This design comes from an exercise in tuning for small area, a short achievable clock period and few clock cycles on the open sky130 flow, not from production work. In this exercise RTL edits were held to simulation tests only and were not proved equivalent to the original.

## design/flow/run.sh

```bash
#!/bin/bash
# synth_recipe.tcl (not shown) runs the flow's synth.tcl, then flattens the netlist and writes it again
# the make line also repeats each setting of config.mk as NAME=value (left out here)
make -C /OpenROAD-flow-scripts/flow DESIGN_CONFIG=/design/flow/config.mk WORK_HOME=/design/flow/orfs CLKGATE_MAP_FILE= SYNTH_SCRIPT=/design/flow/synth_recipe.tcl finish
```

## design/flow/config.mk

```make
export PLATFORM = sky130hd
export DESIGN_NAME = dna_vt_consensus
export DESIGN_NICKNAME = dna_vt_consensus
export VERILOG_FILES = /design/flow/design.v
export SDC_FILE = /design/flow/constraint.sdc
export NUM_CORES = 4
export LEC_CHECK = 0
export CAP_MARGIN = 20
export CORE_MARGIN = 2
export CORE_UTILIZATION = 50
export CTS_BUF_LIST = sky130_fd_sc_hd__clkbuf_4 sky130_fd_sc_hd__clkbuf_8 sky130_fd_sc_hd__clkbuf_16
export CTS_CLUSTER_DIAMETER = 30
export CTS_CLUSTER_SIZE = 6
export PLACE_DENSITY = 0.6
export SETUP_SLACK_MARGIN = 3
export SLEW_MARGIN = 20
```

## design/flow/constraint.sdc

```tcl
create_clock -name core_clock -period 62.0 [get_ports {clk}]
set_input_delay 12.4000 -clock core_clock [delete_from_list [all_inputs] [get_ports {clk}]]
set_output_delay 12.4000 -clock core_clock [all_outputs]
set_load 0.01 [all_outputs]
```

## design/flow/design.v

```verilog
module hard_decoder #(
    parameter DATA_WIDTH = 32
)(
    input logic[31:0] received,
    input logic [31:0] N,
    input logic [31:0] n,
    input logic [31:0] a,
    output logic [127:0] out
);
    localparam W = DATA_WIDTH;
    logic [W:0] r_ext;                  
    assign r_ext = {1'b0, received[W-1:0]};
    logic [31:0] ds_c [0:W];            
    logic [31:0] sy_c [0:W];            
    assign ds_c[0] = 32'd0;
    assign sy_c[0] = 32'd0;
    genvar g;
    generate
        for (g = 0; g < W; g++) begin : sums
            wire in_n = (32'(g) < N);
            assign ds_c[g+1] = ds_c[g] + ((in_n && received[g]) ? 32'd1 : 32'd0);
            assign sy_c[g+1] = sy_c[g] + ((in_n && received[g]) ? 32'(g+1) : 32'd0);
        end
    endgenerate
    logic [31:0] digit_sum, syndrome, diff, temp;
    assign digit_sum = ds_c[W];
    assign syndrome  = sy_c[W];
    assign diff = (syndrome > a) ? syndrome - a : a - syndrome;
    assign temp = (n > N) ? n - N : N - n;
    logic valid_in, is_ins, is_del, is_sub;
    assign valid_in = (temp <= 1) && (diff <= n + 1);
    assign is_ins = valid_in && (N == n + 1);
    assign is_del = valid_in && (N == n - 1);
    assign is_sub = valid_in && (N == n);
    logic [31:0] xi_c [0:W], ci_i_c [0:W];    
    logic [31:0] xd_c [0:W], ci_d_c [0:W];    
    assign xi_c[0] = diff - digit_sum;
    assign ci_i_c[0] = 32'd0;
    assign xd_c[0] = diff - (digit_sum + 1);
    assign ci_d_c[0] = 32'd0;
    logic [31:0] xr_c [0:W], ci_r_c [0:W];
    assign xr_c[W] = diff;
    assign ci_r_c[W] = N - 1;
    generate
        for (g = 0; g < W; g++) begin : scans
            wire in_n = (32'(g) < N);
            wire step_i = in_n && (xi_c[g] > 0);
            assign xi_c[g+1]   = (step_i && !received[g]) ? xi_c[g] - 1 : xi_c[g];
            assign ci_i_c[g+1] = step_i ? ci_i_c[g] + 1 : ci_i_c[g];
            wire step_d = in_n && (xd_c[g] > 0);
            assign xd_c[g+1]   = (step_d && received[g]) ? xd_c[g] - 1 : xd_c[g];
            assign ci_d_c[g+1] = step_d ? ci_d_c[g] + 1 : ci_d_c[g];
            wire step_r = in_n && (xr_c[g+1] > 0);
            assign xr_c[g]   = (step_r && received[g]) ? xr_c[g+1] - 1 : xr_c[g+1];
            assign ci_r_c[g] = step_r ? ci_r_c[g+1] - 1 : ci_r_c[g+1];
        end
    endgenerate
    logic [31:0] ci_ins, ci_del;
    logic deleted_bit;
    always_comb begin
        if (diff > digit_sum)      ci_ins = ci_i_c[W];    
        else if (diff < digit_sum) ci_ins = ci_r_c[0];    
        else                       ci_ins = 32'd0;        
        deleted_bit = (diff > digit_sum);
        if (diff > digit_sum)      ci_del = ci_d_c[W];    
        else if (diff == 0)        ci_del = N;            
        else if (diff < digit_sum) ci_del = ci_r_c[0];    
        else                       ci_del = 32'd0;        
    end
    logic [31:0] flip_idx;
    assign flip_idx = diff - 1;
    generate
        for (g = 0; g <= W; g++) begin : outs
            wire [31:0] gi = 32'(g);
            wire r_g  = r_ext[g];
            wire r_up = (g < W) ? r_ext[g+1] : 1'b0;
            wire r_dn = (g > 0) ? r_ext[g-1] : 1'b0;
            wire o_ins = (g < W && gi < N && gi >= ci_ins) ? r_up : r_g;
            wire o_del = (gi <= N) ? ((gi == ci_del) ? deleted_bit : ((gi > ci_del) ? r_dn : r_g)) : r_g;
            wire o_sub = (flip_idx == gi) ? !r_g : r_g;
            assign out[g] = is_ins ? o_ins : (is_del ? o_del : (is_sub ? o_sub : r_g));
        end
    endgenerate
    assign out[127:W+1] = '0;
endmodule
module vt_decode #(
	parameter k = 5,                 
	parameter n = find_n(k),         
	parameter SYNDROME_VAL = 0       
)(
	input wire [n-1:0] data_in,      
	output reg [k-1:0] recovered,     
	output reg good_syndrome         
);
	function integer find_n(input integer k);
		integer n_guess;
		begin
			n_guess = k;
			while (k > (n_guess - $clog2(n_guess) - 1)) begin
				n_guess = n_guess + 1;
			end
			find_n = n_guess;
		end
	endfunction
	integer i;
	integer sum;
	integer parity_sum;
	integer m;
	integer index;
	reg [n-1:0] parity_index;
	integer temp;
	integer j;
	reg [n-1:0] is_parity;
	integer num_data_bits;
	always @(*) begin
		sum = 0;
		j = 0;
		recovered = '0;
		for (i = 0; i < n; i = i + 1) begin
			sum = sum + ((i+1) * data_in[i]);
			if (j < k && (((i + 1) & i) != 0)) begin
				recovered[j] = data_in[i];
				j = j+1;
			end
		end
		good_syndrome = (sum % (2 * n + 1)) == SYNDROME_VAL;
	end
endmodule
module dna_vt_consensus #(
	parameter int n = 10,
	parameter int a = 5,
	parameter int k = 5
)(
	input  logic         clk,
	input  logic         rst_n,
	input  logic         in_valid,
	output logic         in_ready,
	input  logic [31:0]  in_strand,
	input  logic [5:0]   in_len,
	input  logic         in_last,
	output logic         out_valid,
	output logic [n-1:0] out_codeword,
	output logic [k-1:0] out_data,
	output logic         out_syndrome_ok
);
	assign in_ready = 1'b1;
	logic        s_valid, s_last;
	logic [31:0] s_strand;
	logic [5:0]  s_len;
	always_ff @(posedge clk or negedge rst_n) begin
		if (!rst_n) begin
			s_valid  <= 1'b0;
			s_last   <= 1'b0;
			s_strand <= '0;
			s_len    <= '0;
		end else begin
			s_valid <= in_valid;
			if (in_valid) begin
				s_last   <= in_last;
				s_strand <= in_strand;
				s_len    <= in_len;
			end
		end
	end
	logic [127:0] temp_out;
	hard_decoder hard (
		.received(s_strand),
		.N({26'd0, s_len}),
		.n(32'(n)),
		.a(32'(a)),
		.out(temp_out)
	);
	logic signed [31:0] data_out [n-1:0];
	always_comb begin
		for (int i = 0; i < n; i++) begin
			if (32'(i) < {26'd0, s_len})
				data_out[i] = temp_out[i] ? -(32'sd1 <<< 23) : (32'sd1 <<< 23);
			else
				data_out[i] = 32'sd0;
		end
	end
	logic signed [31:0] sum_L [n-1:0];
	logic [n-1:0] bit_out;
	always_ff @(posedge clk or negedge rst_n) begin
		if (!rst_n) begin
			for (int i = 0; i < n; i++)
				sum_L[i] <= 32'sd0;
			bit_out   <= '0;
			out_valid <= 1'b0;
		end else begin
			out_valid <= 1'b0;
			if (s_valid) begin
				if (s_last) begin
					for (int i = 0; i < n; i++) begin
						bit_out[i] <= ((sum_L[i] + data_out[i]) > 0) ? 1'b0 : 1'b1;
						sum_L[i]   <= 32'sd0;
					end
					out_valid <= 1'b1;
				end else begin
					for (int i = 0; i < n; i++)
						sum_L[i] <= sum_L[i] + data_out[i];
				end
			end
		end
	end
	assign out_codeword = bit_out;
	vt_decode #(
		.k            (k),
		.n            (n),
		.SYNDROME_VAL (a)
	) u_vt_decode (
		.data_in      (bit_out),
		.recovered    (out_data),
		.good_syndrome(out_syndrome_ok)
	);
endmodule
```

==> run summary <==
==> placed cells by master (no fill, tap or decap), types with 110 or more instances in the layout <==
master	n
and2_1	173
o21a_1	122
a211oi_1	169
nand4_1	319
xnor2_1	1154
nor2_1	1376
o21ai_0	518
nand3_1	657
mux2_2	248
inv_1	587
ha_1	331
and3_1	228
nor3_1	616
o31ai_1	143
or2_2	197
nand2_1	1417
buf_4	887
or3_1	193
xor2_1	603
o211ai_1	194
nand2b_1	142
mux2i_1	191
nor4_1	266
nor3b_1	110
dfrtp_1	136
a21oi_1	638
a31oi_1	269
o2111ai_1	110
==> final timing paths <==
| check | startpoint | to | slack [ps] |
|---|---|---|---|
| setup / recovery | s_len[2] | bit_out[5] | 5120 |
| hold / removal | sum_L[0][26] | sum_L[0][26] | 500 |
| setup reg to reg | s_len[2] | bit_out[5] | 5120 |
| hold reg to reg | sum_L[0][26] | sum_L[0][26] | 500 |
| max in group asynchronous | rst_n | sum_L[9][31] | 48610 |
| min in group asynchronous | rst_n | sum_L[2][28] | 11940 |
==> critical path, delay by kind of cell, from the launching register on <==
kind                       cells  cell delay, ps
xor gates and xnor gates      12            2810
muxes                          9            3330
adders and majority gates     29            9250
DFF                            1             370
buffers and inverters         30            4880
and+or+nand+nor               67           17750
AOI/OAI and AO/OA             74           18180
==> kinds of logic (layout without fill, tap and decap cells) <==
family          after synthesis  in the layout  synth area share
other cells                   1              9        0.00003274
buf+inv                    1172           1596           0.05924
mux                         474            474           0.04533
flops                       141            141           0.03080
fa+ha+maj                   473            473           0.05838
compound gates             4390           4391            0.3043
simple gates               7195           7197            0.3521
xor+xnor                   1893           1893            0.1497
==> final cells by class <==
| cell class | count | area, um2 |
|---|---|---|
| antenna | 8 | 20.02 |
| clock buffer | 17 | 425.4 |
| clock inverter | 15 | 167.7 |
| fill | 22610 | 102100 |
| inverter | 611 | 2317 |
| multi-input combinational | 14430 | 107800 |
| sequential | 141 | 3535 |
| tap | 3009 | 3765 |
| timing repair buffer | 953 | 7367 |
==> flip-flops by register name, summed over array words and instances, names as in the netlist <==
signal	cells
sum_L	90
s_strand	32
bit_out	10
s_len	6
out_valid	1
s_last	1
s_valid	1
==> stage by stage <==
step                      setup slack [ps]  instance area [um2]    util  cells  hold WS [ps]
final                                 5116               125400  0.5511  19180         495.5
after global routing                  2429               125400  0.5510  19180         507.3
after CTS                             3008               121700  0.5352  18970         498.0
after detailed placement             -3653               119600  0.5258  18880         480.4
after global placement               -3744               119600  0.5258  18880         478.2
after floorplan                       3014               114900       -  15740         461.2
==> metal layers <==
| layer | share of wire | vias up |
|---|---|---|
| met3 | 0.094 | 885 |
| li1 | - | 61140 |
| met1 | 0.46 | 61640 |
| met4 | 0.039 | 8 |
| met5 | 0.00013 | - |
| met2 | 0.41 | 6269 |
==> timing repair <==
item | 4_1_cts | 5_1_grt
setup buffers | 56 | 204
gates cloned | 2 | 1
pin swaps | 38 | 127
endpoints found under the setup margin | 90 | 90
resized for setup | 194 | 361
==> metrics.md <==
| Metric | Value |
|---|---|
| Status | `no timing/DRC/antenna violations` |
| Top Usage Layer GRT | `met1` |
| Setup TNS | `0 ps` |
| Syn_area_per_cell | `7.278 um2` |
| Gate Count Post-Synth | `15740` |
| Die X | `482.6 um` |
| Iteration-0 DRC Markers | `15630` |
| Max incr delay on CP | `740 ps` |
| RSZ-0062 raised after global routing | `no` |
| Skew final | `50.33 ps` |
| DR vias | `129900` |
| Mapped cell area | `114500 um2` |
| Hold Vio Cnt, Final | `0` |
| Most common cell in the netlist | `nand2_1` |
| Met2 usage | `0.5403` |
| Vias/cell | `6.773` |
| Slowest cell on the critical path | `xnor2_1` |
| Area leader, netlist | `xnor2_1` |
| Post-detail-place hpwl | `379000 um` |
| Residual DRC | `0` |
| Crit path time final | `56880 ps` |
| First-pass GRT wire length | `698400 um` |
| CP startpoint kind | `register` |
| Max-cap viol count | `0` |
| Crit Path Category | `reg2reg` |
| Nets@finish | `16670` |
| CTS H-tree depth | `4` |
| Count of input and output buffers | `58` |
| GR Util met3 | `0.06270` |
| Final wirelength | `465600 um` |
| Worst-Margin Slew | `1205 ps` |
| Final Slew Violations | `0` |
| Post-synth top area share | `0.09290` |
| Worst-Skew Late Latency | `570 ps` |
| Share of cells above drive strength 1 | `0.2001` |
| Syn nets | `16250` |
| CTS tree | `built` |
| YS warnings | `13` |
| CTS buffer count | `17` |
| #FFs+latches synth | `141` |
| Sequential fraction of the synthesis area | `0.03080` |
| Rel. slew slack | `0.1851` |
| CP required | `62430 ps` |
| Hold depth | `1` |
| Core Footprint | `227500 um2` |
| Die Height | `482.6 um` |
| CTS Hold Bufs | `0` |
| Worst Reg2Reg Path Length in Cells | `221` |
| Crit path DAT | `57310 ps` |
| Post-synth EDFFs | `0` |
| Drt first pass iters | `8` |
| Crit Path Max Fanout | `22` |
| Clock buffer depth | `2` |
| Row cnt | `175` |
| Initial antenna violation count | `17` |
| Sinks on Clock Net | `141` |
| Routability congestion estimate | `1.068` |
| Finish-stage setup viols | `0` |
| Post-route ant nets | `0` |
| Worst-path clk slew | `120 ps` |
| Async SR Flop Fraction | `1.000` |
| Critical Path Sink Type | `register` |
| Top cells by area, synth | `xnor2_1 (9.3%), xor2_1 (4.8%), nand2_1 (4.7%)` |
| Grt met1 use | `0.5516` |
| Tcrit/Tclk final | `0.9175` |
| Global Route Usage Sum | `0.3741` |
| Fmax | `17.58 MHz` |
| Most used cell, CP | `inv_1` |
| DR WL/cell | `24.27 um` |
| Post-synth top cells | `nand2_1 (1434), nor2_1 (1403), xnor2_1 (1215)` |
| Full die area | `232900 um2` |
| Area grow syn2layout | `9.453%` |
| Initial Util | `0.5035` |
| GRT overflow | `0` |
| Vias in the first global route | `114400` |
| Largest net degree at the start of global routing | `81` |
| HP Class | `reg2reg` |
| Count of cell types in the netlist | `236` |
| Post-synth top flop | `dfrtp_1` |
| Num ports | `60` |
| CTS root buf | `clkbuf_16` |
Testbench counts, summed over its fixed seeds: cycles 13,845.

what the ideal ports hide:
No port has a modelled driver above. Below, the same layout with a new extraction and two added sets of constraints.
Step 1: set_driving_cell puts a clkbuf_16 on clk and a buf_2 on each other input, an assumption about the parent block.
Step 2 times the ports against the registers' clock, not the clock port: input delays grow and output delays shrink by t, the midpoint of the rising clock arrivals with the driver on.
a / b / c = ideal ports / drivers / drivers and shift; a / b = the first two.
t (ns): 0.631
setup WS [ns]: 5.116 / 5.116 / 5.116
worst hold slack (ns): 0.495 / 0.495 / 0.495
latest minus earliest clock arrival (ns): 0.050 / 0.050
worst slew at a driven data input, ns: 0.17
After both steps this run still meets setup and hold. The setup slack of this run moves by 0.000 ns with the drivers and by 0.000 ns with both steps.
